What follows belongs to an exercise in optimizing a design on an open flow for small area; a production flow would make more cautious choices. Function was checked by simulation only, so behaviour that the tests miss may differ from the original. Power and IR drop assume default switching activity.

**design.v**
```verilog
`timescale 1ns / 1ps
module Top_module(
    input wire clk,
    input wire reset,
    input wire spi_miso,
    output wire spi_mosi,
    output wire spi_sck,
    output wire spi_cs,
    output wire uart_tx
);
    localparam GAP = 3'd0, PRE = 3'd1, BIT = 3'd2, POST = 3'd3, FIN = 3'd4;
    localparam K_INIT = 3'd0, K_CFG1 = 3'd1, K_CFG2 = 3'd2, K_START = 3'd3,
               K_POLL = 3'd4, K_READ = 3'd5;
    reg [2:0] sp;        
    reg [2:0] kind;      
    reg [13:0] c;        
    reg mosi_r;
    reg status;
    wire in_gap = (sp == GAP);
    wire in_bit = (sp == BIT);
    wire [2:0] byte_i = c[10:8];
    wire [2:0] bit_i  = c[7:5];
    wire [4:0] k      = c[4:0];
    wire wrap = c[4] & c[3] & c[1] & (c[0] | in_bit);
    wire [13:0] c_inc = wrap ? {c[13:5] + 9'd1, 5'd0} : c + 14'd1;
    reg gap_end;
    always @(*) begin
        case (kind)
            K_INIT:  gap_end = &(c | ~14'd1371);    
            K_START: gap_end = &(c | ~14'd3431);    
            K_POLL:  gap_end = status ? c[1] : &(c | ~14'd3431);
            K_READ:  gap_end = &(c | ~14'd13715);   
            default: gap_end = c[1];                
        endcase
    end
    reg [2:0] kind_next;
    always @(*) begin
        case (kind)
            K_INIT:  kind_next = K_CFG1;
            K_CFG1:  kind_next = K_CFG2;
            K_CFG2:  kind_next = K_START;
            K_START: kind_next = K_POLL;
            K_POLL:  kind_next = status ? K_READ : K_POLL;
            default: kind_next = K_START;
        endcase
    end
    wire seven = (kind == K_CFG1) | (kind == K_CFG2) | (kind == K_READ);
    wire last_byte = c[10] & (~seven | (c[9] & c[8]));
    reg [7:0] txb;
    always @(*) begin
        txb = 8'h00;
        case (kind)
            K_CFG1: case (byte_i)
                3'd0: txb = 8'h02; 3'd1: txb = 8'h02; 3'd2: txb = 8'h18;
                3'd3: txb = 8'hE8; 3'd4: txb = 8'h17; 3'd5: txb = 8'h70;
                default: txb = 8'h00;
            endcase
            K_CFG2: case (byte_i)
                3'd0: txb = 8'h02; 3'd1: txb = 8'h02; 3'd2: txb = 8'h20;
                3'd3: txb = 8'h79; 3'd4: txb = 8'hC6;
                default: txb = 8'h00;
            endcase
            K_START: case (byte_i)
                3'd0: txb = 8'h02; 3'd3: txb = 8'h89;
                default: txb = 8'h00;
            endcase
            K_POLL: txb = (byte_i == 3'd0) ? 8'h03 : 8'h00;
            default: case (byte_i)
                3'd0: txb = 8'h03; 3'd2: txb = 8'h30;
                default: txb = 8'h00;
            endcase
        endcase
    end
    wire tx_bit = txb[~bit_i];
    wire k0  = (k == 5'd0);
    wire k13 = c[3] & c[2] & ~c[1] & c[0];
    wire sample = in_bit & k13;
    always @(posedge clk or posedge reset) begin
        if (reset) begin
            sp <= GAP;
            kind <= K_INIT;
            c <= 14'd0;
            mosi_r <= 1'b0;
        end else begin
            case (sp)
                GAP: if (gap_end) begin
                        sp <= PRE;
                        kind <= kind_next;
                        c <= 14'd0;
                     end else
                        c <= c_inc;
                PRE: sp <= BIT;
                BIT: begin
                        if (k0) mosi_r <= tx_bit;
                        if (wrap & (&bit_i)) sp <= POST;
                        c <= c_inc;
                     end
                POST: sp <= last_byte ? FIN : PRE;
                default: begin
                        sp <= GAP;
                        c <= 14'd0;
                     end
            endcase
        end
    end
    always @(posedge clk)
        if (sample & (byte_i == 3'd3) & (bit_i == 3'd1))
            status <= spi_miso;
    assign spi_sck  = in_bit & (c[4] | (c[3] & c[2] & c[1]));
    assign spi_cs   = in_gap | ((sp == PRE) & (byte_i == 3'd0));
    assign spi_mosi = mosi_r;
    reg [27:0] r;
    reg e1, e2, cy;
    reg s;               
    reg zf;              
    reg [3:0] dg;        
    reg [1:0] dst;       
    localparam D_IDLE = 2'd0, D_RUN = 2'd1, D_DONE = 2'd2;
    wire rd_gap = in_gap & (kind == K_READ);
    wire mulact = rd_gap & (c[13:7] == 7'd0);    
    wire run = (dst == D_RUN);
    reg act;
    reg [6:0] uc;
    reg [3:0] slot;
    reg [3:0] ch;
    reg [19:0] wv;
    always @(*) begin
        case (ch)
            4'd2: wv = 20'd1000000;
            4'd3: wv = 20'd100000;
            4'd4: wv = 20'd10000;
            4'd6: wv = 20'd1000;
            4'd7: wv = 20'd100;
            4'd8: wv = 20'd10;
            default: wv = 20'd1;
        endcase
    end
    wire [4:0] kw = k - 5'd8;
    wire wbit = (k >= 5'd8) & wv[kw];
    wire sub = ~s;
    wire first = k0;
    wire opx = r[0];
    wire opy = mulact ? (e2 & (k[4:1] != 4'd0)) : (wbit ^ sub);
    wire cin = first ? (sub & ~mulact) : cy;
    wire sum = opx ^ opy ^ cin;
    wire cout = (opx & opy) | (opx & cin) | (opy & cin);
    wire active = mulact | run;
    wire pend = (k == 5'd27);
    wire flip = sub ^ cout;
    wire wr3 = sample & (byte_i == 3'd3) & bit_i[2];
    wire wr4 = sample & (byte_i == 3'd4);
    wire wr5 = sample & (byte_i == 3'd5);
    wire wr6 = sample & (byte_i == 3'd6);
    always @(posedge clk) begin
        r <= {active ? sum : r[0], r[27:1]};
        if (wr3) r[21] <= 1'b0;
        if (wr4) r[19] <= spi_miso;
        if (wr5) r[17] <= spi_miso;
        if (wr6) r[15] <= spi_miso;
        e1 <= r[0];
        e2 <= e1;
        cy <= cout;
    end
    wire digch_prev = (ch == 4'd2) | (ch == 4'd3) | (ch == 4'd4) | (ch == 4'd6) |
                      (ch == 4'd7) | (ch == 4'd8) | (ch == 4'd9);
    wire window = act & digch_prev & (slot >= 4'd6);
    always @(posedge clk) begin
        if (mulact) begin
            s <= 1'b0;
            zf <= 1'b1;
        end else if (run & pend) begin
            if (flip) begin
                s <= ~s;
                zf <= zf & (dg == 4'd0);
            end else
                dg <= sub ? dg + 4'd1 : dg - 4'd1;
        end else if ((dst == D_IDLE) & window & pend)
            dg <= {s, 2'b00, s};
    end
    always @(posedge clk or posedge reset) begin
        if (reset)
            dst <= D_IDLE;
        else case (dst)
            D_IDLE: if (window & pend) dst <= D_RUN;
            D_RUN:  if (pend & flip) dst <= D_DONE;
            default: if (~window) dst <= D_IDLE;
        endcase
    end
    wire ustart = rd_gap & c[2] & ~act;
    wire slot_end = (slot == 4'd9) ? (uc[6] & uc[5] & uc[3]) :
                                     (uc[6] & uc[5] & uc[2] & uc[1] & uc[0]);
    always @(posedge clk or posedge reset) begin
        if (reset)
            act <= 1'b0;
        else if (ustart)
            act <= 1'b1;
        else if (slot_end & (slot == 4'd9) & (ch == 4'd14))
            act <= 1'b0;
    end
    always @(posedge clk) begin
        if (ustart) begin
            uc <= 7'd0;
            slot <= 4'd0;
            ch <= 4'd0;
        end else if (slot_end) begin
            uc <= 7'd0;
            if (slot == 4'd9) begin
                slot <= 4'd0;
                ch <= ch + 4'd1;
            end else
                slot <= slot + 4'd1;
        end else
            uc <= uc + 7'd1;
    end
    wire [2:0] db = slot[2:0] - 3'd1;
    wire digch = (ch == 4'd3) | (ch == 4'd4) | (ch == 4'd5) | (ch == 4'd7) |
                 (ch == 4'd8) | (ch == 4'd9) | (ch == 4'd10);
    reg [7:0] cb;
    always @(*) begin
        case (ch)
            4'd0: cb = 8'h54;
            4'd1: cb = 8'h3A;
            4'd6: cb = 8'h2E;
            4'd12: cb = 8'h43;
            4'd13: cb = 8'h0D;
            4'd14: cb = 8'h0A;
            default: cb = 8'h20;
        endcase
    end
    wire blank = zf & ((ch == 4'd3) | (ch == 4'd4));
    wire [7:0] dchar = {3'b001, ~blank, dg};
    wire [7:0] chr = digch ? dchar : cb;
    reg dbit;
    always @(*) begin
        if (slot == 4'd0) dbit = 1'b0;
        else if (slot == 4'd9) dbit = 1'b1;
        else dbit = chr[db];
    end
    assign uart_tx = ~act | dbit;
endmodule
```
**run.sh**
```bash
#!/bin/bash
# synth_recipe.tcl (not shown) runs the flow's synth.tcl, then flattens the netlist and writes it again
# the make line also repeats each setting of config.mk as NAME=value (left out here)
make -C /OpenROAD-flow-scripts/flow DESIGN_CONFIG=/design/flow/config.mk WORK_HOME=/design/flow/orfs CLKGATE_MAP_FILE= SYNTH_SCRIPT=/design/flow/synth_recipe.tcl finish
```
**config.mk**
```make
export PLATFORM = sky130hd
export DESIGN_NAME = Top_module
export DESIGN_NICKNAME = Top_module
export VERILOG_FILES = /design/flow/design.v
export SDC_FILE = /design/flow/constraint.sdc
export NUM_CORES = 4
export LEC_CHECK = 0
export CAP_MARGIN = 20
export CORE_MARGIN = 2
export CORE_UTILIZATION = 40
export SLEW_MARGIN = 20
```
**constraint.sdc**
```tcl
create_clock -name core_clock -period 125.0 [get_ports {clk}]
set_input_delay 25.0000 -clock core_clock [delete_from_list [all_inputs] [get_ports {clk}]]
set_output_delay 25.0000 -clock core_clock [all_outputs]
set_load 0.01 [all_outputs]
```
==> results of run 1 <==
[cell families (layout without fill, tap and decap cells)]
group                    Yosys count  count (layout)  synth area share, %
AND/OR/NAND/NOR                  200             200                24.25
AO/OA/AOI/OAI                    120             120                19.02
flip-flops                        77              77                38.21
buffers and inverters             58              49                5.670
adder cells (fa/ha/maj)           22              22                6.480
XOR/XNOR                          20              20                3.911
multiplexers                      10              10                2.458
[worst max-delay path, cell delays in order (launching register included)]
cell and delay [ps]:
sky130_fd_sc_hd__dfxtp_1 430, sky130_fd_sc_hd__inv_1 90, sky130_fd_sc_hd__ha_1 360, sky130_fd_sc_hd__nor3_1 300, sky130_fd_sc_hd__o221a_2 260, sky130_fd_sc_hd__o31ai_1 70, sky130_fd_sc_hd__a2111oi_0 400, sky130_fd_sc_hd__o211ai_1 130
sky130_fd_sc_hd__nand3_1 90, sky130_fd_sc_hd__clkdlybuf4s50_1 530
[cell usage after synthesis, types with 5 or more instances]
library cell | instances | area [sq um]
sky130_fd_sc_hd__dfxtp_1 | 48 | 960.9
sky130_fd_sc_hd__nor3_1 | 22 | 110.1
sky130_fd_sc_hd__nor2_1 | 46 | 172.7
sky130_fd_sc_hd__mux2_2 | 8 | 90.09
sky130_fd_sc_hd__nand4_1 | 9 | 56.30
sky130_fd_sc_hd__nand2b_1 | 10 | 62.56
sky130_fd_sc_hd__nor2b_1 | 11 | 68.82
sky130_fd_sc_hd__nand2_1 | 33 | 123.9
sky130_fd_sc_hd__xnor2_1 | 11 | 96.34
sky130_fd_sc_hd__buf_2 | 11 | 55.05
sky130_fd_sc_hd__o211ai_1 | 7 | 52.55
sky130_fd_sc_hd__a31oi_1 | 21 | 131.4
sky130_fd_sc_hd__inv_1 | 25 | 93.84
sky130_fd_sc_hd__ha_1 | 20 | 250.2
sky130_fd_sc_hd__xor2_1 | 9 | 78.83
sky130_fd_sc_hd__a21oi_1 | 21 | 105.1
sky130_fd_sc_hd__dfrtp_1 | 24 | 600.6
sky130_fd_sc_hd__o21ai_0 | 15 | 75.07
sky130_fd_sc_hd__o31ai_1 | 6 | 45.04
sky130_fd_sc_hd__nand3_1 | 25 | 125.1
sky130_fd_sc_hd__edfxtp_1 | 5 | 150.1
sky130_fd_sc_hd__clkbuf_1 | 18 | 67.56
[cell type report]
| type | instances | area, sq um |
|---|---|---|
| multi-input cells | 372 | 2514 |
| clock buffers | 9 | 123.9 |
| inverters | 25 | 93.84 |
| clock inverters | 7 | 77.57 |
| well taps | 140 | 175.2 |
| repair buffers | 8 | 78.83 |
| flip-flops and latches | 77 | 1712 |
| fillers | 1041 | 6113 |
[per-stage QoR]
stage / hold slack [ps] / worst slack, ps / utilization, %
after global placement: 310.3 / 97470 / 41.90
final: 332.9 / 96950 / 43.85
after detailed placement: 312.1 / 97430 / 41.90
after global routing: 341.8 / 96770 / 43.85
after floorplan: 309.6 / 98090 / -
after CTS: 334.3 / 96970 / 43.75
[power groups by stage]
| stage | logic (mW) | clock network, mW | registers [mW] |
|---|---|---|---|
| 6_report | 0.000242 | 0.0195 | 0.0249 |
| 5_1_grt | 0.000287 | 0.0211 | 0.0249 |
| 4_1_cts | 0.000257 | 0.0201 | 0.0249 |
| 3_5_place_dp | 0.000257 | 0 | 0.0254 |
| 3_3_place_gp | 0.000256 | 0 | 0.0254 |
| 2_1_floorplan | 0.000117 | 0 | 0.0254 |
[routing by layer]
| metal | part of all wire (%) | track usage, % |
|---|---|---|
| met2 | 46 | 27.61 |
| met1 | 47 | 25.35 |
| met3 | 4.7 | 4.564 |
| met5 | 0 | 0 |
| met4 | 1.8 | 9.042 |
[worst max-delay path by stage]
| stage | cells past startpoint | slack (ps) | from | endpoint |
|---|---|---|---|---|
| 2_1_floorplan | 9 | 98090 | ch[0] | uart_tx |
| 3_3_place_gp | 9 | 97470 | ch[0] | uart_tx |
| 3_5_place_dp | 9 | 97430 | ch[0] | uart_tx |
| 4_1_cts | 9 | 96970 | ch[0] | uart_tx |
| 5_1_grt | 9 | 96770 | ch[0] | uart_tx |
| 6_report | 9 | 96950 | ch[0] | uart_tx |
[state kept, by name, summed over array words and instances, names as in the netlist]
name	flops
act	1
c	14
ch	4
cy	1
dg	4
dst	2
e1	1
e2	1
kind	3
mosi_r	1
r	28
s	1
slot	4
sp	3
status	1
uc	7
zf	1
==> results list, run 1 <==
- Pleak: 1.885 nW
- In this run the tightest slew margin relative to its limit is a little over a third.
- Sequential cells account for 55.7% of the total power.
* Chip Height: 109.8 microns
* Hold Fails Final Rpt: 0
- DRC violations left: 0
* Number of nets produced by synthesis: 532
* Cell area after layout: 4775 sq um
- A synthesized cell averages roughly 8.8 sq um.
- Worst ir drop on vdd: between 0.006 and 0.007 mV
- Number of rows created at floorplan: 38
- Across every metal layer, demand over resource in global routing totals 18.67%.
- Final critical delay including setup and external delays: roughly 28000 ps
- The critical path is of the reg2out type.
- The tree is rooted in a sky130_fd_sc_hd__clkbuf_8.
- Counting instances, the worst hold path has a depth of 0.
* Required time at the endpoint of the critical path: 100000 ps
- Initial cell density of the core: about two fifths
* Non-Filler Instances: 638
* Switching power of the nets: between 0.01 and 0.015 mW
- Measured in cells, the most critical reg-to-reg path has a length of 9.
- Worst hold endpoint: r[11]
- Category of the worst setup path launch point: register
- Total via count in the routed design: around 3700
- Antenna cell count: 0
- In the final layout, the share of cells above drive strength 1 is under 10%.
- Summing every instance area after synthesis gives about 4500 sq um.
* Number of register bits inferred by synthesis: between 70 and 80
* Cells after Synth: 507
* Number of DRC violations after detailed-routing iteration 0: between 200 and 300
* Worst R2R Start: sp[0]
- Synth unique cells: 74
- In the layout the commonest cells are sky130_fd_sc_hd__dfxtp_1 (48), sky130_fd_sc_hd__nor2_1 (46), sky130_fd_sc_hd__nand2_1 (33).
* Top Ports: 7
- STA puts the critical path data arrival time at 3050 ps.
* Area grow syn2layout: 6.592%
* Worst-margin pin slew: between 900 and 1000 ps
* Via count normalized by instance count: approximately 5.7
- STA classifies the critical path endpoint as an output port.
- For this run the aggregate overflow at the end of global routing stands at 0.
* Result of the run: complete, no violations
- Final estimated routing congestion in global placement: 0.8821
* Num CTS Buffers: 9
- Hold crit path type: reg2reg
- The die covers 12060 sq um.
- In this run the remaining antenna-violating nets after routing total 0.
- Clock latency of the later-clocked register in the worst-skew pair: ~380 ps
- Post-CTS repair changed the size of 0 cells.
- Total setup buffers inserted after CTS: 0
- Number of global-route vias before repair: 3513
- CTS tree: yes
- Number of antenna violations at the first check in global routing: 0
- The clock drives 77 sinks.
- Buffers inserted to repair hold after CTS numbered 0.
- The design draws 0.04463 mW.
* Global-route wire length before repair: about 18000 microns
* Primary FF master, synth: sky130_fd_sc_hd__dfxtp_1
- Maximum clock skew at final layout: 14.89 ps
- Sequential elements use 38.21% of the synthesized area.
- Area of the core: ~11000 sq um
* Pwr dens: between 9 and 10 nW/um^2
- Yosys warns: 1
- Summed over all failing endpoints, the final setup total negative slack is 0 ps.
- Largest net degree at the start of global routing: 28
- Instance area after placement: 4562 sq um
* Terminus of the critical flop-to-flop path: dg[2]
- Placed cell count: 621
- RSZ-0062 raised after global routing: false
- After detailed routing, the total wire length is slightly above 10000 microns.
* Internal power consumption: 0.03291 mW
- Leaving out fill and tap cells, the most frequent cell in the layout is sky130_fd_sc_hd__dfxtp_1.
- During placement, the flow inserted port buffers numbering 6.
- Clock tree buffer depth: 2
- The startpoint identified for the worst hold timing path is r[12].
- Of the total power, the clock network draws a little over two fifths.
- DIE WIDTH: 109.8 microns
- Max-cap violations in this run came to 0.
- Slew Viols, Final: 0
- Maximum fanout along the worst path: 13
- In this run the number of H-tree levels came out at 3.
- WL per Instance: 15.82 microns
- Share of synthesized registers carrying an async set or reset: 31.17%
- The setup check on the worst reg-to-reg path leaves a slack of 121470 ps.
- In this run switching power makes up a little over a quarter of total power.
- Based on the critical path, the design can be clocked at up to 35.66 MHz.
- After clock tree synthesis, the clock-pin slew on the worst setup and hold paths is 90 ps.
- Final net count: 518
- Fin crit share: 22.44%
- Per report_power, the combinational group accounts for less than 1% of the total.
- Half-perimeter wire length of the detailed placement result: a little under 7000 microns
- Number of search-and-repair iterations in the first detailed-routing pass: 5
- Count of endpoints failing setup in the final report: 0
- Counting flops with a built-in enable in the synthesized netlist gives 5.
==> run 2: changes to the inputs <==
--- a/design.v
+++ b/design.v
@@ -10,12 +10,10 @@
 );
-    localparam GAP = 3'd0, PRE = 3'd1, BIT = 3'd2, POST = 3'd3, FIN = 3'd4;
     localparam K_INIT = 3'd0, K_CFG1 = 3'd1, K_CFG2 = 3'd2, K_START = 3'd3,
                K_POLL = 3'd4, K_READ = 3'd5;
-    reg [2:0] sp;        
+    reg in_bit;
     reg [2:0] kind;      
-    reg [13:0] c;        
+    reg [13:0] c;
     reg mosi_r;
     reg status;
-    wire in_gap = (sp == GAP);
-    wire in_bit = (sp == BIT);
+    wire in_gap = ~in_bit;
     wire [2:0] byte_i = c[10:8];
@@ -23,3 +21,5 @@
     wire [4:0] k      = c[4:0];
-    wire wrap = c[4] & c[3] & c[1] & (c[0] | in_bit);
+    wire b7 = &bit_i;
+    wire wrap = in_bit ? (b7 ? (c[4] & c[3] & c[2]) : (c[4] & c[3] & c[1]))
+                       : (c[4] & c[3] & c[1] & c[0]);
     wire [13:0] c_inc = wrap ? {c[13:5] + 9'd1, 5'd0} : c + 14'd1;
@@ -28,7 +28,7 @@
         case (kind)
-            K_INIT:  gap_end = &(c | ~14'd1371);    
-            K_START: gap_end = &(c | ~14'd3431);    
-            K_POLL:  gap_end = status ? c[1] : &(c | ~14'd3431);
-            K_READ:  gap_end = &(c | ~14'd13715);   
-            default: gap_end = c[1];                
+            K_INIT:  gap_end = &(c | ~14'd1376);    
+            K_START: gap_end = &(c | ~14'd3432);    
+            K_POLL:  gap_end = status ? (c[1] & c[0]) : &(c | ~14'd3432);
+            K_READ:  gap_end = &(c | ~14'd13716);   
+            default: gap_end = c[1] & c[0];         
         endcase
@@ -47,3 +47,4 @@
     wire seven = (kind == K_CFG1) | (kind == K_CFG2) | (kind == K_READ);
-    wire last_byte = c[10] & (~seven | (c[9] & c[8]));
+    wire last_byte = seven ? (byte_i == 3'd6) : (byte_i == 3'd3);
+    wire xfer_end = in_bit & wrap & b7 & last_byte;
     reg [7:0] txb;
@@ -79,3 +80,3 @@
         if (reset) begin
-            sp <= GAP;
+            in_bit <= 1'b0;
             kind <= K_INIT;
@@ -84,21 +85,12 @@
         end else begin
-            case (sp)
-                GAP: if (gap_end) begin
-                        sp <= PRE;
-                        kind <= kind_next;
-                        c <= 14'd0;
-                     end else
-                        c <= c_inc;
-                PRE: sp <= BIT;
-                BIT: begin
-                        if (k0) mosi_r <= tx_bit;
-                        if (wrap & (&bit_i)) sp <= POST;
-                        c <= c_inc;
-                     end
-                POST: sp <= last_byte ? FIN : PRE;
-                default: begin
-                        sp <= GAP;
-                        c <= 14'd0;
-                     end
-            endcase
+            if (in_bit & k0) mosi_r <= tx_bit;
+            if (in_gap & gap_end) begin
+                in_bit <= 1'b1;
+                kind <= kind_next;
+                c <= 14'd0;
+            end else if (xfer_end) begin
+                in_bit <= 1'b0;
+                c <= 14'd0;
+            end else
+                c <= c_inc;
         end
@@ -108,4 +100,4 @@
             status <= spi_miso;
-    assign spi_sck  = in_bit & (c[4] | (c[3] & c[2] & c[1]));
-    assign spi_cs   = in_gap | ((sp == PRE) & (byte_i == 3'd0));
+    assign spi_sck  = in_bit & (k >= 5'd14) & (k <= 5'd26);
+    assign spi_cs   = in_gap;
     assign spi_mosi = mosi_r;
@@ -116,7 +108,5 @@
     reg [3:0] dg;        
-    reg [1:0] dst;       
-    localparam D_IDLE = 2'd0, D_RUN = 2'd1, D_DONE = 2'd2;
+    reg run;             
     wire rd_gap = in_gap & (kind == K_READ);
     wire mulact = rd_gap & (c[13:7] == 7'd0);    
-    wire run = (dst == D_RUN);
     reg act;
@@ -165,3 +155,3 @@
                       (ch == 4'd7) | (ch == 4'd8) | (ch == 4'd9);
-    wire window = act & digch_prev & (slot >= 4'd6);
+    wire window = act & digch_prev & (slot >= 4'd6) & (slot <= 4'd8);
     always @(posedge clk) begin
@@ -170,20 +160,17 @@
             zf <= 1'b1;
-        end else if (run & pend) begin
-            if (flip) begin
-                s <= ~s;
+            dg <= 4'd0;
+        end else if (pend) begin
+            if (run) begin
+                if (flip)
+                    s <= ~s;
+                else
+                    dg <= sub ? dg + 4'd1 : dg - 4'd1;
+            end else if (window) begin
+                dg <= {s, 2'b00, s};
                 zf <= zf & (dg == 4'd0);
-            end else
-                dg <= sub ? dg + 4'd1 : dg - 4'd1;
-        end else if ((dst == D_IDLE) & window & pend)
-            dg <= {s, 2'b00, s};
-    end
-    always @(posedge clk or posedge reset) begin
-        if (reset)
-            dst <= D_IDLE;
-        else case (dst)
-            D_IDLE: if (window & pend) dst <= D_RUN;
-            D_RUN:  if (pend & flip) dst <= D_DONE;
-            default: if (~window) dst <= D_IDLE;
-        endcase
-    end
+            end
+        end
+    end
+    always @(posedge clk)
+        if (pend) run <= window;
     wire ustart = rd_gap & c[2] & ~act;
@@ -229,3 +216,3 @@
     end
-    wire blank = zf & ((ch == 4'd3) | (ch == 4'd4));
+    wire blank = zf & (dg == 4'd0) & ((ch == 4'd3) | (ch == 4'd4));
     wire [7:0] dchar = {3'b001, ~blank, dg};
==> run 2 against run 1 <==
- total power shrank 1.2%
- utilization grew 0.34 points
- maximum frequency down 0.70%
- critical path type unchanged
- critical endpoint unchanged
- still clean
==> results list, run 2 <==
- The number of placed instances with taps included is 601 (was 621).
* Final net count: 502 (was 518)
* Global-route total usage across every layer: 17.49% (was 18.67%)
- Count of endpoints failing setup in the final report: 0 (unchanged)
- Floorplan die area: 11370 sq um (was 12060 sq um)
- DRC violations left: 0 (unchanged)
- Library cell used as clock root buffer: sky130_fd_sc_hd__clkbuf_8 (unchanged)
- Setup Crit Path Kind: reg2out (unchanged)
- The total via count in the routed design was 3466 (was 3660).
- The cell count after synthesis is 484 (was 507).
- The standby leakage power is 1.789 nW (was 1.885 nW).
- Category of the worst setup path capture point: output port (unchanged)
* Fmax: 35.41 MHz (was 35.66 MHz)
- Pwr dens: 9.711 nW/um^2 (was 9.348 nW/um^2)
* Worst ir drop on vdd: 0.005594 mV (was 0.006187 mV)
- The overall die width came to 106.6 microns (was 109.8 microns).
- The number of filler instances in the final layout is 1028 (was 1041).
- Area grow syn2layout: 7.779% (was 6.592%)
- The most frequent standard cell in the layout excluding fill and tap cells was sky130_fd_sc_hd__nor2_1 (was sky130_fd_sc_hd__dfxtp_1).
* WL per Instance: 15.05 microns (was 15.82 microns)
- The share of layout cells above drive strength 1 was 6.445% (was 8.635%).
* Fin crit share: 22.59% (was 22.44%)
- The required time of the worst setup path was 100000 ps (about the same).
* Area of the core: 10280 sq um (was 10890 sq um)
- Worst hold margin: 319.2 ps (was 332.9 ps)
- The half-perimeter wire length after detailed placement came to 6487 microns (was 6800 microns).
* Cell area after synthesis: 4214 sq um (was 4479 sq um)
* Global-route wire length before repair: 16090 microns (was 17530 microns)
- Number of register bits inferred by synthesis: 74 (was 77)
- Chip Height: 106.6 microns (was 109.8 microns)
- Regs by FF count: r x28, c x14, uc x7 (unchanged)
- The number of primary I/O pins came to 7 (unchanged).
- Post-CTS Resized: 0 (unchanged)
* Hold crit path type: reg2reg (unchanged)
- Top register by number of flip-flops: r (unchanged)
* Number of flip-flops in the largest register: 28 (unchanged)
- The arrival time at the worst endpoint is 3240 ps (was 3050 ps).
- Final critical delay including setup and external delays: 28240 ps (was 28050 ps)
- Post-layout utilization of the core: 44.19% (was 43.85%)
- Antenna cell count: 0 (unchanged)
* Clock edge transition at the registers on the reported setup and hold paths: 90 ps (about the same)
* Setup TNS after final layout: 0 ps (unchanged)
- CP Cell Sequence: inv_1 -> ha_1 -> nor4b_2 -> nor4_4 -> a211oi_1 -> or4_1 -> a31oi_1 -> clkdlybuf4s50_1 (was inv_1 -> ha_1 -> nor3_1 -> o221a_2 -> o31ai_1 -> a2111oi_0 -> o211ai_1 -> nand3_1 -> clkdlybuf4s50_1).
- The total count of max-transition violations in the final report was 0 (unchanged).
- The synthesized area divided by synthesized cell count came to 8.707 sq um (was 8.835 sq um).
- Worst-margin pin slew: 903.5 ps (was 947.5 ps)
- The number of H-tree levels is 3 (unchanged).
* Yosys top cell by area: sky130_fd_sc_hd__dfxtp_1 (unchanged)
- The initial antenna violation count was 0 (unchanged).
- The post-cts hold buffer count is 0 (unchanged).
- The TritonCTS clock tree was yes (unchanged).
- The startpoint type of the worst setup path was a register (unchanged).
- Highest-delay cell along the critical path: sky130_fd_sc_hd__clkdlybuf4s50_1 (unchanged)
* Initial cell density of the core: 41.00% (was 41.14%)
- Final estimated routing congestion in global placement: 0.9388 (was 0.8821)
* Hold Fails Final Rpt: 0 (unchanged)
* Max_slew headroom: 38.92% (was 36.44%)
- Clock latency of the later-clocked register in the worst-skew pair: 350 ps (was 380 ps)
- The number of synthesized flops with an enable pin came to 2 (was 5).
- The total routed wirelength is 9283 microns (was 10100 microns).
- The count of cell types in the netlist was 70 (was 74).
- The average vias per placed instance came to 5.618 (was 5.737).
- The number of nets with antenna violations after detailed routing came to 0 (unchanged).
- The post-synth net total came to 510 (was 532).
- The number of DRC violations after detailed-routing iteration 0 came to 216 (was 255).
- Yosys warns: 1 (unchanged)
* Result of the run: complete, no violations (unchanged)
- Most frequently used cell type in the post-synthesis netlist: sky130_fd_sc_hd__nor2_1 (was sky130_fd_sc_hd__dfxtp_1)
- Max-cap violations: 0 (unchanged)
- The sequential area share after synthesis came to 38.00% (was 38.21%).
* Number of search-and-repair iterations in the first detailed-routing pass: 4 (was 5)
* RSZ-0062 raised after global routing: false (unchanged)
* Maximum clock skew at final layout: 10.07 ps (was 14.89 ps)
- Top cell types by occurrence after synthesis: sky130_fd_sc_hd__nor2_1 (54), sky130_fd_sc_hd__dfxtp_1 (52), sky130_fd_sc_hd__nand2_1 (40) (was sky130_fd_sc_hd__dfxtp_1 (48), sky130_fd_sc_hd__nor2_1 (46), sky130_fd_sc_hd__nand2_1 (33)).
* Total congestion overflow after global routing: 0 (unchanged)
- Number of buffer cells added on primary ports: 6 (unchanged)
- Worst R2R Setup Slack: 121220 ps (was 121470 ps)
* Non-Filler Instances: 617 (was 638)
- Primary FF master, synth: sky130_fd_sc_hd__dfxtp_1 (unchanged)
- Fraction of post-synthesis cell area in the top cell type by area: 24.70% (was 21.45%)
* Most frequent cells in the layout: sky130_fd_sc_hd__nor2_1 (54), sky130_fd_sc_hd__dfxtp_1 (52), sky130_fd_sc_hd__nand2_1 (40) (was sky130_fd_sc_hd__dfxtp_1 (48), sky130_fd_sc_hd__nor2_1 (46), sky130_fd_sc_hd__nand2_1 (33))
- The worst-path maximum fanout came to 16 (was 13).
- The share of flip-flops with an asynchronous set or reset was 27.03% (was 31.17%).
- Cell types with the largest area share after synthesis: sky130_fd_sc_hd__dfxtp_1 (25%), sky130_fd_sc_hd__dfrtp_1 (12%), sky130_fd_sc_hd__ha_1 (6.2%) (was sky130_fd_sc_hd__dfxtp_1 (21%), sky130_fd_sc_hd__dfrtp_1 (13%), sky130_fd_sc_hd__ha_1 (5.6%)).
- The clock sink count was 74 (was 77).
* Number of global-route vias before repair: 3257 (was 3513)
- The pin count of the biggest net entering global routing is 23 (was 28).
- Total setup buffers inserted after CTS: 0 (unchanged)
* Max incr delay on CP: 550 ps (was 530 ps)
- Number of rows created at floorplan: 37 (was 38)
* Num CTS Buffers: 9 (unchanged)
- Clock tree buffer depth: 2 (unchanged)
-- run 2: changes by cell type in the layout (fill, tap and decap cells not counted), sizes merged, moves of 7 or more --
cell | previous run | this run
nand2 | 33 | 40
nor2 | 46 | 54
mux2i | 2 | 12
nand3 | 25 | 17
a31oi | 21 | 6
-- run 2: through the flow --
stage / power, mW / setup slack (ps) / area [sq um]
after floorplan: 0.02438 / 97910 / 4214
after CTS: 0.04460 / 96740 / 4542
after global routing: 0.04542 / 96480 / 4542
final: 0.04410 / 96760 / 4542
after detailed placement: 0.02451 / 97140 / 4328
after global placement: 0.02450 / 97240 / 4328
-- run 2: area by class of cell --
| cell class | instances | area, sq um | share of cell area (%) |
|---|---|---|---|
| inverters | 25 | 93.84 | 2.066 |
| well taps | 136 | 170.2 | 3.747 |
| repair buffers | 8 | 75.07 | 1.653 |
| clock buffers | 11 | 152.6 | 3.361 |
| multi-input cells | 358 | 2387 | 52.56 |
| flip-flops and latches | 74 | 1602 | 35.26 |
| clock inverters | 5 | 61.31 | 1.350 |
-- run 2: power by group --
| group | leakage [nW] | internal (mW) | switching (mW) |
|---|---|---|---|
| combinational | 0.980 | 0.0000578 | 0.000157 |
| sequential | 0.701 | 0.0237 | 0 |
| clock | 0.109 | 0.0105 | 0.00963 |
| total | 1.79 | 0.0343 | 0.00978 |
-- run 2: cells by family after synthesis --
| kind of cell | count (synthesis) | share of synthesized area (%) |
|---|---|---|
| AO/OA/AOI/OAI | 98 | 16.12 |
| XOR/XNOR | 26 | 5.404 |
| adder cells (fa/ha/maj) | 23 | 7.185 |
| buffers and inverters | 52 | 5.345 |
| flip-flops | 74 | 38.00 |
| multiplexers | 16 | 3.919 |
| AND/OR/NAND/NOR | 195 | 24.02 |
-- run 2: worst paths after layout --
check	start	end	depth (start not counted)
max in group asynchronous	reset	c[6]	2
setup / recovery	ch[0]	uart_tx	8
hold / removal	r[1]	r[0]	0
min in group asynchronous	reset	c[9]	2
setup reg to reg	ch[0]	dg[2]	14
hold reg to reg	r[1]	r[0]	0
-- run 2: worst max-delay path, delay by kind of cell (launching register included) --
kind / cells / cell delay (ps)
compound gates: 2 / 310
fa+ha+maj: 1 / 520
buf+inv: 2 / 650
flops: 1 / 360
simple gates: 3 / 1050
-- run 2: per-layer routing --
layer  vias to the layer above  GRT usage (%)  share of wire, %
met5                         -              0                 0
met4                         0          7.143               2.2
met3                        21          3.891               4.1
met2                        77          24.84                43
met1                      1651          25.51                50
li1                       1717              -                 -
==> run 3: changes to the inputs <==
==> flow/run.sh (new file) <==
#!/bin/bash
# Standard synthesis, then the combinational logic is re-mapped by ABC with an
# area-oriented script (registers kept as the standard synthesis made them),
# then the standard layout from that netlist.
set -euo pipefail
R=orfs/results/${FLOW_PLATFORM}/Top_module/base
bash standard.sh synth > synth_standard.log 2>&1
cp $R/1_2_yosys.v standard_1_2_yosys.v
LIB=$(ls ${FLOW_HOME}/platforms/${FLOW_PLATFORM}/lib/sky130_fd_sc_hd__tt_025C_1v80.lib)
export RS_LIB=$LIB RS_IN=standard_1_2_yosys.v RS_OUT=resynth_1_2_yosys.v RS_ABC=flow/area.abc
yosys -c flow/resynth.tcl > resynth.log 2>&1
cp resynth_1_2_yosys.v $R/1_2_yosys.v
rm -f $R/1_synth.odb $R/1_synth.sdc
bash standard.sh synth > synth_odb.log 2>&1
bash standard.sh finish > finish.log 2>&1
==> flow/area.abc (new file) <==
strash; dc2; &get -n; &dch -f; &nf -a -R 1000; &put; topo
==> flow/resynth.tcl (new file) <==
# Re-map the combinational logic of the standard synthesis netlist with an
# area-oriented ABC script. Flip-flops and tie cells stay as they are.
yosys -import
set lib $::env(RS_LIB)
read_liberty -ignore_miss_func $lib
blackbox sky130_fd_sc_hd__df* sky130_fd_sc_hd__edf* sky130_fd_sc_hd__sdf* sky130_fd_sc_hd__sedf* sky130_fd_sc_hd__dl* sky130_fd_sc_hd__conb_1
read_verilog $::env(RS_IN)
hierarchy -top Top_module
flatten
opt_clean -purge
tee -o resynth_before.stat stat
# the platform's DONT_USE_CELLS
set dont_use {-dont_use sky130_fd_sc_hd__lpflow_bleeder_1 -dont_use sky130_fd_sc_hd__lpflow_clkbufkapwr_1 -dont_use sky130_fd_sc_hd__lpflow_clkbufkapwr_16 -dont_use sky130_fd_sc_hd__lpflow_clkbufkapwr_2 -dont_use sky130_fd_sc_hd__lpflow_clkbufkapwr_4 -dont_use sky130_fd_sc_hd__lpflow_clkbufkapwr_8 -dont_use sky130_fd_sc_hd__lpflow_clkinvkapwr_1 -dont_use sky130_fd_sc_hd__lpflow_clkinvkapwr_16 -dont_use sky130_fd_sc_hd__lpflow_clkinvkapwr_2 -dont_use sky130_fd_sc_hd__lpflow_clkinvkapwr_4 -dont_use sky130_fd_sc_hd__lpflow_clkinvkapwr_8 -dont_use sky130_fd_sc_hd__lpflow_decapkapwr_12 -dont_use sky130_fd_sc_hd__lpflow_decapkapwr_3 -dont_use sky130_fd_sc_hd__lpflow_decapkapwr_4 -dont_use sky130_fd_sc_hd__lpflow_decapkapwr_6 -dont_use sky130_fd_sc_hd__lpflow_decapkapwr_8 -dont_use sky130_fd_sc_hd__lpflow_inputiso0n_1 -dont_use sky130_fd_sc_hd__lpflow_inputiso0p_1 -dont_use sky130_fd_sc_hd__lpflow_inputiso1n_1 -dont_use sky130_fd_sc_hd__lpflow_inputiso1p_1 -dont_use sky130_fd_sc_hd__lpflow_inputisolatch_1 -dont_use sky130_fd_sc_hd__lpflow_isobufsrc_1 -dont_use sky130_fd_sc_hd__lpflow_isobufsrc_16 -dont_use sky130_fd_sc_hd__lpflow_isobufsrc_2 -dont_use sky130_fd_sc_hd__lpflow_isobufsrc_4 -dont_use sky130_fd_sc_hd__lpflow_isobufsrc_8 -dont_use sky130_fd_sc_hd__lpflow_isobufsrckapwr_16 -dont_use sky130_fd_sc_hd__lpflow_lsbuf_lh_hl_isowell_tap_1 -dont_use sky130_fd_sc_hd__lpflow_lsbuf_lh_hl_isowell_tap_2 -dont_use sky130_fd_sc_hd__lpflow_lsbuf_lh_hl_isowell_tap_4 -dont_use sky130_fd_sc_hd__lpflow_lsbuf_lh_isowell_4 -dont_use sky130_fd_sc_hd__lpflow_lsbuf_lh_isowell_tap_1 -dont_use sky130_fd_sc_hd__lpflow_lsbuf_lh_isowell_tap_2 -dont_use sky130_fd_sc_hd__lpflow_lsbuf_lh_isowell_tap_4 -dont_use sky130_fd_sc_hd__probe_p_8 -dont_use sky130_fd_sc_hd__probec_p_8}
abc -liberty $lib {*}$dont_use -script $::env(RS_ABC)
read_liberty -lib -overwrite $lib
hierarchy -top Top_module
splitnets
opt_clean -purge
hilomap -singleton -hicell sky130_fd_sc_hd__conb_1 HI -locell sky130_fd_sc_hd__conb_1 LO
insbuf -buf sky130_fd_sc_hd__buf_4 A X
opt_clean -purge
tee -o resynth_after.stat stat -liberty $lib
check -assert
write_verilog -noattr -nohex -nodec $::env(RS_OUT)
==> standard.sh (new file) <==
#!/bin/bash
# synth_recipe.tcl (not shown) runs the flow's synth.tcl, then flattens the netlist and writes it again
# the make line also repeats each setting of config.mk as NAME=value (left out here)
make -C /OpenROAD-flow-scripts/flow DESIGN_CONFIG=/design/flow/config.mk WORK_HOME=/design/flow/orfs CLKGATE_MAP_FILE= SYNTH_SCRIPT=/design/flow/synth_recipe.tcl "${@:-finish}"
removed: run.sh
==> run 3 against run 2 <==
- total power shrank 0.34%
- utilization grew 2.1 points
- via count shrank 11%
- design area shrank 16%
- count of clock-buffer cells in the layout shrank 2
- clock skew grew 2.6 ps
- die area shrank 18%
- largest power group unchanged
- setup slack gained 610 ps
- first-iteration DRC count shrank 38%
- still clean on timing, DRC and antenna
- non-clock buffer count shrank 2
==> results list, run 3 <==
- Result of the run: complete, no violations (unchanged).
* Global-route total usage across every layer: 19.00% (was 17.49%)
- Number of global-route vias before repair: 2923 (was 3257)
- Clock tree buffer depth: 2 (unchanged)
* WL per Instance: 15.06 microns (was 15.05 microns)
- By instance count, the cell type seen most on the critical path is sky130_fd_sc_hd__a21oi_1.
* Portion of total power attributed to the clock network: 44.9% (was 45.7%)
- The clock buffer count from CTS was 9 (unchanged).
- The total setup buffers inserted after CTS came to 0 (unchanged).
- DRC violations left: 0 (unchanged)
- Critical path buffer and inverter count: 1 (was 2)
- Hold crit path type: reg2reg (unchanged)
- Number of flip-flops in the largest register: 28 (unchanged)
* Number of search-and-repair iterations in the first detailed-routing pass: 4 (unchanged)
- Largest net degree at the start of global routing: 21 (was 23)
* Switching share of power: 23.63% (was 22.18%)
- The clock root buffer is sky130_fd_sc_hd__clkbuf_8 (unchanged).
- The count of standard-cell rows was 33 (was 37).
* Fmax: 36.18 MHz (was 35.41 MHz)
- Floorplan die area: 9317 sq um (was 11370 sq um)
* H-Tree Level Count: 3 (unchanged)
* Internal power consumption: 0.03357 mW (was 0.03432 mW)
- The net switching power figure was 0.01038 mW (was 0.009784 mW).
* Total via count in the routed design: 3078 (was 3466)
* Area of the core: 8258 sq um (was 10280 sq um)
- The synthesized area divided by synthesized cell count is 8.393 sq um (was 8.707 sq um).
- Top Ports: 7 (unchanged)
* Instance area after placement: 3616 sq um (was 4328 sq um)
* CP Cell Sequence: a21oi_1 -> nor3_1 -> a21o_1 -> a21oi_1 -> a311oi_1 -> o21ai_0 -> nand4_1 -> clkdlybuf4s50_1 (was inv_1 -> ha_1 -> nor4b_2 -> nor4_4 -> a211oi_1 -> or4_1 -> a31oi_1 -> clkdlybuf4s50_1)
- The number of DRC violations after detailed-routing iteration 0 is 133 (was 216).
- The maximum single-stage delay on the critical path is 680 ps (was 550 ps).
- Most common cell after layout, fill and taps aside: sky130_fd_sc_hd__nor2_1 (unchanged)
- Power share of the sequential group: 54.5% (was 53.8%)
- The startpoint type of the worst setup path is a register (unchanged).
* Worst R2R Setup Slack: 121600 ps (was 121220 ps)
* Pleak: 1.497 nW (was 1.789 nW)
- The standard cell with the maximum stage delay on the critical path is sky130_fd_sc_hd__dfxtp_1 (was sky130_fd_sc_hd__clkdlybuf4s50_1).
* Via count normalized by instance count: 5.753 (was 5.618)
- The count of buffers from port buffering was 6 (unchanged).
* Final net count: 428 (was 502)
* Post-CTS Resized: 0 (unchanged)
* CTS tree: yes (unchanged)
- The launch instance of the worst min-delay path is e1 (was r[1]).
* Cell area after synthesis: 3425 sq um (was 4214 sq um)
- The required time of the worst setup path is 100000 ps (about the same).
- The critical register-to-register path endpoint is dg[3] (was dg[2]).
- The worst clock skew is 12.69 ps (was 10.07 ps).
* Final estimated routing congestion in global placement: 0.9297 (was 0.9388)
- The number of synthesis warnings came to 1 (unchanged).
- Most frequent cells in the layout: sky130_fd_sc_hd__nor2_1 (64), sky130_fd_sc_hd__dfxtp_1 (52), sky130_fd_sc_hd__nand2_1 (40), sky130_fd_sc_hd__a21oi_1 (40), sky130_fd_sc_hd__nor3_1 (23) (was sky130_fd_sc_hd__nor2_1 (54), sky130_fd_sc_hd__dfxtp_1 (52), sky130_fd_sc_hd__nand2_1 (40))
- Worst-margin pin slew: 839.0 ps (was 903.5 ps)
* Number of cell instances on the worst register-to-register path: 17 (was 14)
* Count of endpoints failing setup in the final report: 0 (unchanged)
* Antenna cell count: 0 (unchanged)
- The clock-pin slew on the worst setup and hold paths was 90 ps (about the same).
* Worst R2R Start: ch[3] (was ch[0])
* Clock latency of the later-clocked register in the worst-skew pair: 360 ps (was 350 ps)
- The sum of internal, switching and leakage power was 0.04395 mW (was 0.04410 mW).
- Slew Viols, Final: 0 (unchanged)
- The worst hold endpoint was e2 (was r[0]).
- The accumulated negative setup slack is 0 ps (unchanged).
- Max_slew headroom: 43.72% (was 38.92%)
- Cell family with the largest share of critical-path delay: compound AO/OA/AOI/OAI gates (was simple AND/OR/NAND/NOR gates)
- The number of nets with antenna violations after detailed routing was 0 (unchanged).
* Category of the worst setup path capture point: output port (unchanged)
* Global-route wire length before repair: 13690 microns (was 16090 microns)
- Hold-fix buffers at CTS: 0 (unchanged)
- Worst ir drop on vdd: 0.009782 mV (was 0.005594 mV)
* Data arrival, critical path: 2640 ps (was 3240 ps)
- Part of the power in combinational logic: 0.6% (was 0.5%)
- The overall die width came to 96.53 microns (was 106.6 microns).
- Num Clock Sinks: 74 (unchanged)
* Regs by FF count: r x28, c x14, uc x7 (unchanged)
* Fin crit share: 22.11% (was 22.59%)
- Layout cells sized above 1: 3.721% (was 6.445%)
- The type of the setup path with the least slack is reg2out (unchanged).
* RSZ-0062 raised after global routing: false (unchanged)
- Area grow syn2layout: 11.58% (was 7.779%)
- Cell area after layout: 3821 sq um (was 4542 sq um)
* Overall routed net length: 8055 microns (was 9283 microns)
- Number of fill cells in the layout: 816 (was 1028)
- The vertical extent of the die is 96.53 microns (was 106.6 microns).
- The count of non-filler cells in the finished layout was 535 (was 617).
- The power per unit of standard cell area was 11.50 nW/um^2 (was 9.711 nW/um^2).
- The post-synth net total is 411 (was 510).
- The residual overflow from global routing came to 0 (unchanged).
- Initial cell density of the core: 41.47% (was 41.00%)
- The half-perimeter wire length after detailed placement came to 5628 microns (was 6487 microns).
- Cells after Synth: 408 (was 484)
- Max-cap violations: 0 (unchanged)
- The number of placed instances with taps included is 519 (was 601).
- Maximum fanout along the worst path: 18 (was 16)
* Number of antenna violations at the first check in global routing: 0 (unchanged)
- The hold violation total from the final report is 0 (unchanged).
- Hold path depth: 0 (unchanged)
* Final critical delay including setup and external delays: 27640 ps (was 28240 ps)
- The register with the highest flop count was r (unchanged).
- Post-layout utilization of the core: 46.27% (was 44.19%)
==> run 3: changes by cell type in the layout (fill, tap and decap cells not counted), sizes merged, moves of 5 or more <==
cell | before | now
ha | 21 | 0
inv | 25 | 5
a21oi | 21 | 40
nor2 | 54 | 64
mux2i | 12 | 3
clkinv | 4 | 12
xnor2 | 14 | 6
xor2 | 12 | 6
or4 | 6 | 1
==> run 3: metal layers <==
metal	wire, microns	global-route usage, %	vias up
met1	3824	24.42	1429
met3	375	4.810	25
met2	3635	29.80	80
li1	-	-	1544
met5	0	0	-
met4	219	9.272	0
==> run 3: cell type report <==
type | count | area (sq um) | area share [%]
Multi-Input combinational cell | 322 | 1778 | 46.53
Timing Repair Buffer | 6 | 60.06 | 1.572
Tap cell | 105 | 131.4 | 3.438
Clock inverter | 7 | 81.33 | 2.128
Inverter | 12 | 45.04 | 1.179
Clock buffer | 9 | 123.9 | 3.242
Sequential cell | 74 | 1602 | 41.91
==> run 3: power by group through the flow <==
stage	clock network, mW	logic, mW	registers (mW)
2_1_floorplan	0	0.000123	0.0245
3_3_place_gp	0	0.000253	0.0245
3_5_place_dp	0	0.000258	0.0245
4_1_cts	0.0203	0.000260	0.0240
5_1_grt	0.0210	0.000282	0.0240
6_report	0.0197	0.000246	0.0240
==> run 3: worst register-to-register path: cells and delay by family (launching register included) <==
family / cells / cell delay [ps]
compound gates: 8 / 1380
simple gates: 8 / 1110
flops: 1 / 660
xor+xnor: 1 / 140
==> run 3: worst max-delay path by stage <==
| stage | from | end | depth (start not counted) |
|---|---|---|---|
| 4_1_cts | ch[2] | uart_tx | 8 |
| 3_5_place_dp | ch[2] | uart_tx | 8 |
| 3_3_place_gp | ch[2] | uart_tx | 8 |
| 5_1_grt | ch[2] | uart_tx | 8 |
| 2_1_floorplan | ch[1] | uart_tx | 7 |
| 6_report | ch[2] | uart_tx | 8 |
==> run 3: metrics by stage <==
stage          setup WS, ps  hold WS (ps)
4_1_cts               97370         331.6
6_report              97360         328.5
2_1_floorplan         98480         309.6
3_5_place_dp          97770         312.1
3_3_place_gp          97800         314.0
5_1_grt               97120         337.8
==> run 4: changes to the inputs <==
--- a/design.v
+++ b/design.v
@@ -13,4 +13,8 @@
     reg in_bit;
+    reg act;
+    reg [6:0] uc;
+    reg [3:0] slot;
+    reg [3:0] ch;
     reg [2:0] kind;      
-    reg [13:0] c;
+    reg [11:0] c;
     reg mosi_r;
@@ -24,3 +28,3 @@
                        : (c[4] & c[3] & c[1] & c[0]);
-    wire [13:0] c_inc = wrap ? {c[13:5] + 9'd1, 5'd0} : c + 14'd1;
+    wire [11:0] c_inc = wrap ? {c[11:5] + 7'd1, 5'd0} : c + 12'd1;
     reg gap_end;
@@ -28,6 +32,6 @@
         case (kind)
-            K_INIT:  gap_end = &(c | ~14'd1376);    
-            K_START: gap_end = &(c | ~14'd3432);    
-            K_POLL:  gap_end = status ? (c[1] & c[0]) : &(c | ~14'd3432);
-            K_READ:  gap_end = &(c | ~14'd13716);   
+            K_INIT:  gap_end = &(c | ~12'd1376);    
+            K_START: gap_end = &(c | ~12'd3432);    
+            K_POLL:  gap_end = status ? (c[1] & c[0]) : &(c | ~12'd3432);
+            K_READ:  gap_end = (ch == 4'd11) & (slot == 4'd5) & (uc == 7'd28);  
             default: gap_end = c[1] & c[0];         
@@ -82,3 +86,3 @@
             kind <= K_INIT;
-            c <= 14'd0;
+            c <= 12'd0;
             mosi_r <= 1'b0;
@@ -89,6 +93,6 @@
                 kind <= kind_next;
-                c <= 14'd0;
+                c <= 12'd0;
             end else if (xfer_end) begin
                 in_bit <= 1'b0;
-                c <= 14'd0;
+                c <= 12'd0;
             end else
@@ -110,7 +114,3 @@
     wire rd_gap = in_gap & (kind == K_READ);
-    wire mulact = rd_gap & (c[13:7] == 7'd0);    
-    reg act;
-    reg [6:0] uc;
-    reg [3:0] slot;
-    reg [3:0] ch;
+    wire mulact = rd_gap & (c[11:7] == 5'd0) & (~act | (ch == 4'd0));    
     reg [19:0] wv;
--- a/flow/run.sh
+++ b/flow/run.sh
@@ -14,2 +14,6 @@
 bash standard.sh synth > synth_odb.log 2>&1
-bash standard.sh finish > finish.log 2>&1
+# Port buffers of the smallest buffer; a small clock tree without dummy loads.
+bash standard.sh \
+  "BUFFER_PORTS_ARGS=-buffer_cell sky130_fd_sc_hd__buf_1" \
+  "CTS_ARGS=-sink_clustering_enable -buf_list sky130_fd_sc_hd__clkbuf_4 -root_buf sky130_fd_sc_hd__clkbuf_4 -dont_use_dummy_load -repair_clock_nets" \
+  finish > finish.log 2>&1
==> flow/area.abc (replaced) <==
strash; &get -n; &deepsyn -T 60; &put; dc2; &get -n; &dch -f; &nf -a -R 1000; &put; topo
--- a/config.mk
+++ b/config.mk
@@ -9,3 +9,4 @@
 export CORE_MARGIN = 2
-export CORE_UTILIZATION = 40
+export CORE_UTILIZATION = 75
+export PLACE_DENSITY = 0.85
 export SLEW_MARGIN = 20
==> run 4 against run 3 <==
- clock power shrank 49%
- wire length shrank 14%
- global-route usage grew 13 points
- utilization is 36 points higher
- critical path depth did not move
- die area is 49% lower
- sequential share of layout area increased by 4.7 points
- synthesized cell count down 9.6%
- register-to-register slack got worse by 20 ps
==> results list, run 4 <==
- Regs by FF count: r x28, c x12, uc x7 (was r x28, c x14, uc x7).
- The maximum frequency from static timing analysis came to 36.48 MHz (was 36.18 MHz).
- Largest net degree at the start of global routing: 19 (was 21)
* Data arrival, critical path: 2410 ps (was 2640 ps)
* Layout cells sized above 1: 2.344% (was 3.721%)
- The number of antenna repair diodes came to 0 (unchanged).
- Top register by number of flip-flops: r (unchanged)
- Maximum fanout along the worst path: 12 (was 18)
- Total via count in the routed design: 2785 (was 3078)
- The number of DRC violations after detailed-routing iteration 0 came to 283 (was 133).
- Hold crit path type: reg2reg (unchanged)
- The pin slew with the least headroom to its limit is 719.3 ps (was 839.0 ps).
- The post-synth net total came to 372 (was 411).
- The count of standard-cell rows was 23 (was 33).
* Result of the run: complete, no violations (unchanged)
- Yosys warns: 1 (unchanged)
- The power per unit of standard cell area was 10.03 nW/um^2 (was 11.50 nW/um^2).
* Num CTS Buffers: 9 (unchanged)
- Most frequent cells in the layout: sky130_fd_sc_hd__nor2_1 (54), sky130_fd_sc_hd__dfxtp_1 (52), sky130_fd_sc_hd__a21oi_1 (36) (was sky130_fd_sc_hd__nor2_1 (64), sky130_fd_sc_hd__dfxtp_1 (52), sky130_fd_sc_hd__nand2_1 (40), sky130_fd_sc_hd__a21oi_1 (40), sky130_fd_sc_hd__nor3_1 (23))
- The post-placement worst setup slack came to 98040 ps (was 97770 ps).
- The clock-pin slew on the worst setup and hold paths was 120 ps (was 90 ps).
* PnR worst setup slack: 97590 ps (was 97360 ps)
* Slew Viols, Final: 0 (unchanged)
* Cell area after synthesis: 3177 sq um (was 3425 sq um)
- The setup slack of the worst register-to-register path is 121580 ps (was 121600 ps).
* Total congestion overflow after global routing: 0 (unchanged)
* Floorplan die area: 4772 sq um (was 9317 sq um)
* Top Ports: 7 (unchanged)
- Hold Fails Final Rpt: 0 (unchanged)
- Final estimated routing congestion in global placement: 0.9798 (was 0.9297)
- Number of antenna violations at the first check in global routing: 0 (unchanged)
- The clock root buffer is sky130_fd_sc_hd__clkbuf_4 (was sky130_fd_sc_hd__clkbuf_8).
* Clock latency of the later-clocked register in the worst-skew pair: 420 ps (was 360 ps)
* Final net count: 389 (was 428)
* Category of the worst setup path capture point: output port (unchanged)
- Maximum clock skew at final layout: 42.29 ps (was 12.69 ps)
- Worst hold margin: 330.5 ps (was 328.5 ps)
- Area of the core: 4029 sq um (was 8258 sq um)
- Required time at the endpoint of the critical path: 100000 ps (about the same)
- The total setup buffers inserted after CTS came to 0 (unchanged).
* Number of buffer cells added on primary ports: 6 (unchanged)
- Worst ir drop on vdd: 0.009124 mV (was 0.009782 mV)
- The number of H-tree levels was 3 (unchanged).
- The number of gates resized after CTS was 0 (unchanged).
- The half-perimeter wire length after detailed placement is 4858 microns (was 5628 microns).
* Syn_area_per_cell: 8.609 sq um (was 8.393 sq um)
- Hold-fix buffers at CTS: 0 (unchanged)
- Final ANT Viol Nets: 0 (unchanged)
* Number of global-route vias before repair: 2606 (was 2923)
- The overall die width came to 69.08 microns (was 96.53 microns).
* Instance area after placement: 3262 sq um (was 3616 sq um)
* Most common cell after layout, fill and taps aside: sky130_fd_sc_hd__nor2_1 (unchanged)
- Category of the worst setup path launch point: register (unchanged)
- Setup TNS after final layout: 0 ps (unchanged)
- The number of DRC violations after detailed routing was 0 (unchanged).
- Number of flip-flops in the largest register: 28 (unchanged)
- The per-cell routed wire length was 15.88 microns (was 15.06 microns).
- RSZ-0062 raised after global routing: false (unchanged)
- Overall routed net length: 6892 microns (was 8055 microns)
- The cell count after synthesis came to 369 (was 408).
* Global-route total usage across every layer: 31.52% (was 19.00%)
* Max_slew headroom: 51.54% (was 43.72%)
- The number of search-and-repair iterations in the first detailed-routing pass was 4 (unchanged).
- Max-cap violations: 0 (unchanged)
* Chip Height: 69.08 microns (was 96.53 microns)
- Num Clock Sinks: 72 (was 74)
- The final count of negative-setup-slack endpoints is 0 (unchanged).
- Global-route wire length before repair: 12020 microns (was 13690 microns)
- The initial standard-cell utilization of the core was 78.85% (was 41.47%).
* Setup Crit Path Kind: reg2out (unchanged)
- CTS tree: yes (unchanged)
- Via count normalized by instance count: 6.417 (was 5.753)
- The time the worst path needs with I/O delays and setup is 27410 ps (was 27640 ps).
- The area growth from synthesis to layout was 4.805% (was 11.58%).
* Cell area after layout: 3329 sq um (was 3821 sq um)
- Pleak: 1.295 nW (was 1.497 nW)
- Fin crit share: 21.93% (was 22.11%)
- Clock tree buffer depth: 2 (unchanged)
run 4: metrics by stage:
stage	power (mW)	util, %	std cells
after global routing	0.03445	82.64	434
after detailed placement	0.02378	80.96	425
final	0.03339	82.64	434
after global placement	0.02377	80.96	425
after floorplan	0.02371	-	369
after CTS	0.03339	82.64	434
run 4: cell type report:
cell class | count | area [sq um]
sequential | 72 | 1551
clock buffer | 9 | 67.56
fill | 260 | 699.4
multi-input combinational | 289 | 1595
tap | 50 | 62.56
inverter | 8 | 30.03
timing repair buffer | 6 | 22.52
run 4: worst paths after layout:
check	startpoint	endpoint	depth (start not counted)
worst max-delay path	ch[3]	uart_tx	8
worst min-delay path	e1	e2	0
worst max register to register	ch[2]	dg[3]	17
worst min register to register	e1	e2	0
max in group asynchronous	reset	kind[1]	2
min in group asynchronous	reset	mosi_r	2
run 4: report_power, final:
part | switching, mW | internal (mW) | total (mW)
clock | 0.00678 | 0.00334 | 0.0101
sequential | 0 | 0.0231 | 0.0231
combinational | 0.000139 | 0.0000174 | 0.000157
total | 0.00692 | 0.0265 | 0.0334
run 4: critical path, cell delays in order (launching register included):
cell and delay (ps):
sky130_fd_sc_hd__dfxtp_1 450, sky130_fd_sc_hd__or3_1 470, sky130_fd_sc_hd__or2_0 250, sky130_fd_sc_hd__a32oi_1 250
sky130_fd_sc_hd__nand2_1 80, sky130_fd_sc_hd__a31oi_1 140, sky130_fd_sc_hd__o21ai_0 100, sky130_fd_sc_hd__nand3_1 90
sky130_fd_sc_hd__buf_1 150
run 4: layer usage:
layer / track usage (%) / vias to the layer above / share of wire, %
met4: 17.65 / 0 / 3.9
met1: 40.19 / 1280 / 42
li1: - / 1371 / -
met3: 5.994 / 30 / 5.4
met2: 50.43 / 104 / 48
met5: 0 / - / 0

static timing again, ports no longer ideal:
The flow's constraints put no driver on any port. The routed layouts listed below were extracted and timed again, unchanged, in two steps.
Step 1 assumes that a clkbuf_16 drives the clock port and a buf_2 every other input.
Step 2 also shifts input and output timing later by t, the mid clock arrival at the registers, as if the neighbouring blocks saw the same clock.
Slacks: ideal ports / drivers / drivers and shift; pairs: ideal ports / drivers.
run | t (ns) | setup slack, ns | pins driven straight from the clock port
run 1 | 0.405 | 96.954 / 96.921 / 97.327 | 1
run 2 | 0.380 | 96.758 / 96.722 / 97.102 | 1
run 3 | 0.382 | 97.364 / 97.334 / 97.716 | 1
run 4 | 0.422 | 97.591 / 97.567 / 97.989 | 1
After both steps every run listed still meets setup and hold.
